This is an optimization exercise on Yosys and OpenROAD, whose aim is small area and a short achievable clock period, not a production implementation.
The RTL was checked by simulation tests, not by an equivalence proof against the original design.
Power and IR drop assume default switching activity.

==> job 3812: inputs <==
// residual_block
module residual_block (
    input clk,
    input rst,
    input start,
    output reg done,
    input  signed [127:0] input_tensor,
    input  [7:0]  conv1_weights_flat,
    input  [7:0]  conv1_bias_flat,
    input  [31:0] conv2_weights_flat,
    input  [7:0]  conv2_bias_flat,
    input  [7:0]  conv3_weights_flat,
    input  [7:0]  conv3_bias_flat,
    input  [7:0]  conv_shortcut_weights_flat,
    input  [7:0]  conv_shortcut_bias_flat,
    output reg signed [71:0] output_tensor
);
Settings: LEC_CHECK=0, CAP_MARGIN=20, CORE_MARGIN=2, CORE_UTILIZATION=65, CTS_CLUSTER_DIAMETER=150, CTS_CLUSTER_SIZE=24, SLEW_MARGIN=20, SYNTH_HIERARCHICAL=1; clock period 10.0 ns.
standard.sh (not shown) runs the stock make flow with config.mk's settings and CLKGATE_MAP_FILE= SYNTH_SCRIPT=/design/flow/synth_recipe.tcl, a recipe that flattens the netlist after the stock synthesis.
==> flow/flow/run.sh <==
#!/bin/bash
set -euo pipefail
export BUFFER_PORTS_ARGS="-buffer_cell sky130_fd_sc_hd__buf_1"
export SETUP_SLACK_MARGIN=7.05
export TNS_END_PERCENT=0
bash standard.sh > standard_flow.log 2>&1
==> job 5259 (differences from job 3812) <==
==> flow/flow/run.sh (replaced) <==
#!/bin/bash
set -euo pipefail
export BUFFER_PORTS_ARGS="-buffer_cell sky130_fd_sc_hd__buf_1"
export SETUP_SLACK_MARGIN=6.9
export TNS_END_PERCENT=0
bash standard.sh > standard_flow.log 2>&1
Settings changed: CORE_UTILIZATION 65 to 75.
==> job 4323 (differences from job 3812) <==
==> flow/flow/run.sh (replaced) <==
#!/bin/bash
set -euo pipefail
export BUFFER_PORTS_ARGS="-buffer_cell sky130_fd_sc_hd__buf_1"
export SETUP_SLACK_MARGIN=6.9
export TNS_END_PERCENT=0
bash standard.sh > standard_flow.log 2>&1
==> comparison table <==
quantity                                                                  job 4323        job 5259        job 3812
Result of the run                                                   finished clean  finished clean  finished clean
CORE AREA                                                                27700 µm²       24100 µm²       27700 µm²
Detailed Routing Iterations Pass 1                                               6              12               5
Clock latency of the later-clocked register in the worst-skew pair          510 ps          510 ps          500 ps
Post-detailed-placement half-perimeter wirelength                         38600 µm        39800 µm        38300 µm
Final cell count without fillers                                              2148            2100            2148
Flop2flop setup slack                                                      6810 ps         6760 ps         6800 ps
Dominant cell type by count on the critical path                            xor2_1            fa_1            fa_1
Highest attainable clock frequency                                         313 MHz         309 MHz         312 MHz
Total combinational power                                                  5780 µW         6340 µW         5780 µW
Detailed route wirelength on metal2                                       22700 µm        24200 µm        22300 µm
Via count of the routed design                                               12500           13200           12400
Reg-to-reg critical path endpoint                                   T3[15]$_DFF_P_   S2[9]$_DFF_P_   S2[6]$_DFF_P_
Count of plain and timing-repair buffers                                       298             300             299
Floorplan row count                                                             61              57              61
Total sequential power                                                     1890 µW         1890 µW         1880 µW
Die area                                                                 29400 µm²       25600 µm²       29400 µm²

==> trial 11 <==
residual_block, a different RTL version from the one above (not shown whole).
Design residual_block, start of the top module:
module residual_block (
    input clk,
    input rst,
    input start,
    output reg done,
    input  signed [127:0] input_tensor,
    input  [7:0]  conv1_weights_flat,
    input  [7:0]  conv1_bias_flat,
    input  [31:0] conv2_weights_flat,
    input  [7:0]  conv2_bias_flat,
    input  [7:0]  conv3_weights_flat,
    input  [7:0]  conv3_bias_flat,
    input  [7:0]  conv_shortcut_weights_flat,
    input  [7:0]  conv_shortcut_bias_flat,
    output reg signed [71:0] output_tensor
);
export LEC_CHECK = 0
export CAP_MARGIN = 20
export CORE_MARGIN = 2
export CORE_UTILIZATION = 65
export CTS_CLUSTER_DIAMETER = 150
export CTS_CLUSTER_SIZE = 24
export SLEW_MARGIN = 20
export SYNTH_HIERARCHICAL = 1
create_clock -name core_clock -period 10.0 [get_ports {clk}]
==> flow/flow/run.sh <==
#!/bin/bash
set -euo pipefail
export BUFFER_PORTS_ARGS="-buffer_cell sky130_fd_sc_hd__buf_1"
export SETUP_SLACK_MARGIN=6.7
export TNS_END_PERCENT=0
bash standard.sh > standard_flow.log 2>&1
==> build 43 (differences from trial 11) <==
CORE_UTILIZATION = 40   (was 65)
CTS_CLUSTER_DIAMETER = unset   (was 150)
CTS_CLUSTER_SIZE = unset   (was 24)
==> build 9 (differences from trial 11) <==
CORE_UTILIZATION = 40   (was 65)
CTS_CLUSTER_DIAMETER = 200   (was 150)
CTS_CLUSTER_SIZE = 30   (was 24)
==> comparison <==
Global-route usage: build 9 < build 43 < trial 11.
In register-to-register slack, trial 11 and build 43 hardly differ.
First-iteration DRC count: trial 11 > build 9 > build 43.
Worst setup slack: build 9 < build 43 < trial 11.
Routed wire length, lowest first: trial 11, build 9, build 43.
Total power: build 9 < trial 11 < build 43.

==> inputs of garnet <==
residual_block, a different RTL version from the one above (not shown whole).
clock: 10.0 ns
lec_check: 0
cap_margin: 20
core_margin: 2
core_utilization: 40
slew_margin: 20
synth_hierarchical: 1
==> flow/flow/run.sh <==
#!/bin/bash
set -euo pipefail
export BUFFER_PORTS_ARGS="-buffer_cell sky130_fd_sc_hd__buf_1"
export SETUP_SLACK_MARGIN=6.3
export TNS_END_PERCENT=0
bash standard.sh > standard_flow.log 2>&1
==> ember (differences from garnet) <==
--- a/flow/flow/run.sh
+++ b/flow/flow/run.sh
@@ -4,3 +4,2 @@
 export SETUP_SLACK_MARGIN=6.3
-export TNS_END_PERCENT=0
 bash standard.sh > standard_flow.log 2>&1
==> comparison <==
garnet completed with no timing, DRC or antenna violations. ember passed the timing, DRC and antenna checks. Die area is the same in ember and garnet. In non-clock buffer count, ember and garnet do not differ. In via count, garnet and ember hardly differ. Clock power is about the same in ember and garnet. In synthesized cell count, garnet and ember do not differ. Combinational power is about the same in ember and garnet. In synthesized area, ember and garnet do not differ. In clock skew, garnet and ember hardly differ.

==> indigo <==
RTL: one of the versions met above, not the one the previous note started from.
export LEC_CHECK = 0
export CAP_MARGIN = 20
export CORE_MARGIN = 2
export CORE_UTILIZATION = 65
export CTS_CLUSTER_DIAMETER = 150
export CTS_CLUSTER_SIZE = 24
export SLEW_MARGIN = 20
export SYNTH_HIERARCHICAL = 1
create_clock -name core_clock -period 10.0 [get_ports {clk}]
==> flow/flow/run.sh <==
#!/bin/bash
set -euo pipefail
export BUFFER_PORTS_ARGS="-buffer_cell sky130_fd_sc_hd__buf_1"
export SETUP_SLACK_MARGIN=6.55
export TNS_END_PERCENT=0
bash standard.sh > standard_flow.log 2>&1
==> inputs of willow, as changes to indigo <==
==> flow/flow/run.sh (replaced) <==
#!/bin/bash
set -euo pipefail
export BUFFER_PORTS_ARGS="-buffer_cell sky130_fd_sc_hd__buf_1"
export SETUP_SLACK_MARGIN=6.7
export TNS_END_PERCENT=0
bash standard.sh > standard_flow.log 2>&1
==> inputs of sierra, as changes to indigo <==
==> flow/flow/run.sh (replaced) <==
#!/bin/bash
set -euo pipefail
export BUFFER_PORTS_ARGS="-buffer_cell sky130_fd_sc_hd__buf_1"
export SETUP_SLACK_MARGIN=6.7
export TNS_END_PERCENT=0
bash standard.sh > standard_flow.log 2>&1
--- a/flow/config.mk
+++ b/flow/config.mk
@@ -9,3 +9,3 @@
 export CORE_MARGIN = 2
-export CORE_UTILIZATION = 65
+export CORE_UTILIZATION = 40
 export CTS_CLUSTER_DIAMETER = 150
==> inputs of onyx, as changes to indigo <==
==> flow/flow/run.sh (replaced) <==
#!/bin/bash
set -euo pipefail
export BUFFER_PORTS_ARGS="-buffer_cell sky130_fd_sc_hd__buf_1"
export SETUP_SLACK_MARGIN=6.7
bash standard.sh > standard_flow.log 2>&1
--- a/flow/config.mk
+++ b/flow/config.mk
@@ -9,5 +9,3 @@
 export CORE_MARGIN = 2
-export CORE_UTILIZATION = 65
-export CTS_CLUSTER_DIAMETER = 150
-export CTS_CLUSTER_SIZE = 24
+export CORE_UTILIZATION = 40
 export SLEW_MARGIN = 20
==> run summary <==
quantity	onyx	sierra	indigo	willow
Result of the run	no timing/DRC/antenna violations	no timing/DRC/antenna violations	no timing/DRC/antenna violations	no timing/DRC/antenna violations
Number of optimization iterations in the first detailed-route pass	7	5	7	5
Violation count after the first detailed-routing iteration	679	774	746	848
Total number of placement rows	77	77	61	61
Clock latency on the worst-skew pair	0.57 ns	0.52 ns	0.49 ns	0.50 ns
Total CTS buffers	30	15	15	15
Met2 wire len	22900 um	22500 um	22000 um	22000 um
Post-layout minimum cycle time	3.36 ns	3.42 ns	3.42 ns	3.39 ns
Global-route track usage on met3	3.27%	3.07%	4.19%	3.68%
Reg2reg start	S2[10]	S2[10]	Cp[6]	S2[11]
Total sequential power	1.89 mW	1.88 mW	1.88 mW	1.87 mW
Critical path origin	S2[10]	S2[10]	Cp[6]	S2[11]
Buffer share of cell area	5.52%	5.50%	5.65%	5.68%
Detailed-placement wirelength estimate	37700 um	37700 um	36600 um	36200 um
Signal arrival time at the worst endpoint	3.87 ns	3.85 ns	3.80 ns	3.82 ns
Cell internal pwr	5.39 mW	4.58 mW	4.63 mW	4.67 mW
Placement-stage cell area	0.0198 mm^2	0.0198 mm^2	0.0195 mm^2	0.0195 mm^2

==> inputs of cedar <==
residual_block again, from the RTL that the note above started with.
Settings: LEC_CHECK=0, CAP_MARGIN=20, CORE_MARGIN=2, CORE_UTILIZATION=65, CTS_CLUSTER_DIAMETER=150, CTS_CLUSTER_SIZE=24, GPL_TIMING_DRIVEN=1, SLEW_MARGIN=20, SYNTH_HIERARCHICAL=1; clock period 10.0 ns.
==> flow/flow/run.sh <==
#!/bin/bash
set -euo pipefail
export BUFFER_PORTS_ARGS="-buffer_cell sky130_fd_sc_hd__buf_1"
export SETUP_SLACK_MARGIN=6.7
export TNS_END_PERCENT=0
bash standard.sh > standard_flow.log 2>&1
==> yarrow: changes against cedar <==
==> flow/flow/run.sh (replaced) <==
#!/bin/bash
set -euo pipefail
export BUFFER_PORTS_ARGS="-buffer_cell sky130_fd_sc_hd__buf_1"
export SETUP_SLACK_MARGIN=6.85
export TNS_END_PERCENT=0
bash standard.sh > standard_flow.log 2>&1
--- a/flow/config.mk
+++ b/flow/config.mk
@@ -11,5 +11,4 @@
 export CTS_CLUSTER_DIAMETER = 150
 export CTS_CLUSTER_SIZE = 24
-export GPL_TIMING_DRIVEN = 1
 export SLEW_MARGIN = 20
 export SYNTH_HIERARCHICAL = 1
==> summary of the runs <==
Flip-flop and latch count is the same in yarrow and cedar. yarrow passed the timing, DRC and antenna checks. cedar completed with no timing, DRC or antenna violations. Between yarrow and cedar, the lower critical path depth is in yarrow (gap 2). In cedar the register-to-register slack is higher than in yarrow, by 0.07 ns. Setup slack: cedar is better than yarrow (0.068 ns).

==> 09-04: inputs <==
Starting RTL as in the previous note.
clock: 10.0 ns
lec_check: 0
cap_margin: 20
core_margin: 2
core_utilization: 65
cts_cluster_diameter: 200
cts_cluster_size: 30
slew_margin: 20
synth_hierarchical: 1
==> flow/flow/run.sh <==
#!/bin/bash
set -euo pipefail
export BUFFER_PORTS_ARGS="-buffer_cell sky130_fd_sc_hd__buf_1"
export SETUP_SLACK_MARGIN=6.7
export TNS_END_PERCENT=0
bash standard.sh > standard_flow.log 2>&1
==> 10-03: changes against 09-04 <==
--- a/flow/config.mk
+++ b/flow/config.mk
@@ -10,4 +10,2 @@
 export CORE_UTILIZATION = 65
-export CTS_CLUSTER_DIAMETER = 200
-export CTS_CLUSTER_SIZE = 30
 export SLEW_MARGIN = 20
==> qor summary <==
Data arrival time of the worst path: 10-03 3.90 ns; 09-04 3.85 ns
Met2 Wirelength: 10-03 22.09 mm; 09-04 22.20 mm
Later-pin clock latency in the skew report: 10-03 0.56 ns; 09-04 0.50 ns
Outcome: 10-03 no timing/DRC/antenna violations; 09-04 no timing/DRC/antenna violations
Combinational cell fraction of total power: 10-03 0.664; 09-04 0.705
Post-route worst setup slack: 10-03 6.579 ns; 09-04 6.608 ns
Power density of the placed cells: 10-03 435.8 mW/mm²; 09-04 420.1 mW/mm²
TritonCTS buffer count: 10-03 29; 09-04 13
Leakage: 10-03 7.949 nW; 09-04 7.620 nW
Total net switching power: 10-03 3.878 mW; 09-04 3.739 mW
Top achievable clock speed: 10-03 0.2924 GHz; 09-04 0.2948 GHz
Global-route met1 utilization: 10-03 0.3840; 09-04 0.3858
Int Power: 10-03 5.124 mW; 09-04 4.667 mW
Via count of the first global-routing pass: 10-03 13,130; 09-04 12,690
Rel. slew slack: 10-03 0.2840; 09-04 0.3178
Final critical-path share of the clock period: 10-03 0.3421; 09-04 0.3392
Non-filler instance count after layout: 10-03 2,198; 09-04 2,166
Combined area of the multi-input logic cells: 10-03 0.01118 mm²; 09-04 0.01118 mm²
Wl on met1: 10-03 16.68 mm; 09-04 16.82 mm
First-pass GRT wire length: 10-03 69.00 mm; 09-04 67.37 mm
Actual transition at the worst max-transition pin: 10-03 1.044 ns; 09-04 0.9948 ns
Multi-input gate share of the layout cell area: 10-03 0.5410; 09-04 0.5588
Fraction of final layout cells with drive strength greater than 1: 10-03 0.1022; 09-04 0.08669
Fin util: 10-03 0.7476; 09-04 0.7241
GR Util met2: 10-03 0.5369; 09-04 0.5395

## afterwards: timing with drivers on the ports
How much do the figures lean on ideal ports? The routed layouts below were timed once more, with nothing changed but the port constraints. Step 1 (the two cells are an assumption about what drives the block):
set clk [get_ports {clk}]
set_driving_cell -lib_cell sky130_fd_sc_hd__clkbuf_16 $clk
set_driving_cell -lib_cell sky130_fd_sc_hd__buf_2 [delete_from_list [all_inputs] $clk]
Step 2 moves the port delays by t, midway between the first and last clock arrival at a register: inputs arrive t later, outputs are due t later. That takes back most of the time a late clock gives input paths. a / b / c = ideal / step 1 / step 2; a / b = the first two.
run	shift t [ns]	slack for setup (ns)	latest minus earliest clock arrival (ns)
job 3812	0.536	6.797 / 6.797 / 6.665	0.024 / 0.025
job 5259	0.542	6.764 / 6.764 / 6.713	0.033 / 0.033
job 4323	0.544	6.810 / 6.810 / 6.628	0.034 / 0.034
trial 11	0.540	6.613 / 6.613 / 6.321	0.021 / 0.021
build 43	0.611	6.607 / 6.607 / 6.321	0.013 / 0.013
build 9	0.550	6.589 / 6.589 / 6.347	0.033 / 0.033
garnet	0.630	6.444 / 6.444 / 6.386	0.014 / 0.014
ember	0.630	6.513 / 6.513 / 6.383	0.014 / 0.014
indigo	0.540	6.581 / 6.581 / 6.312	0.016 / 0.016
willow	0.540	6.613 / 6.613 / 6.321	0.021 / 0.021
sierra	0.553	6.581 / 6.581 / 6.333	0.040 / 0.040
onyx	0.611	6.635 / 6.635 / 6.321	0.013 / 0.013
cedar	0.540	6.613 / 6.613 / 6.321	0.021 / 0.021
yarrow	0.541	6.545 / 6.545 / 6.324	0.020 / 0.020
09-04	0.549	6.608 / 6.608 / 6.337	0.030 / 0.031
10-03	0.599	6.579 / 6.579 / 6.315	0.022 / 0.022
After both steps setup and hold are still met in every run listed. For onyx, which loses most, drivers alone change the setup slack by 0.000 ns; drivers and shift together by -0.314 ns.
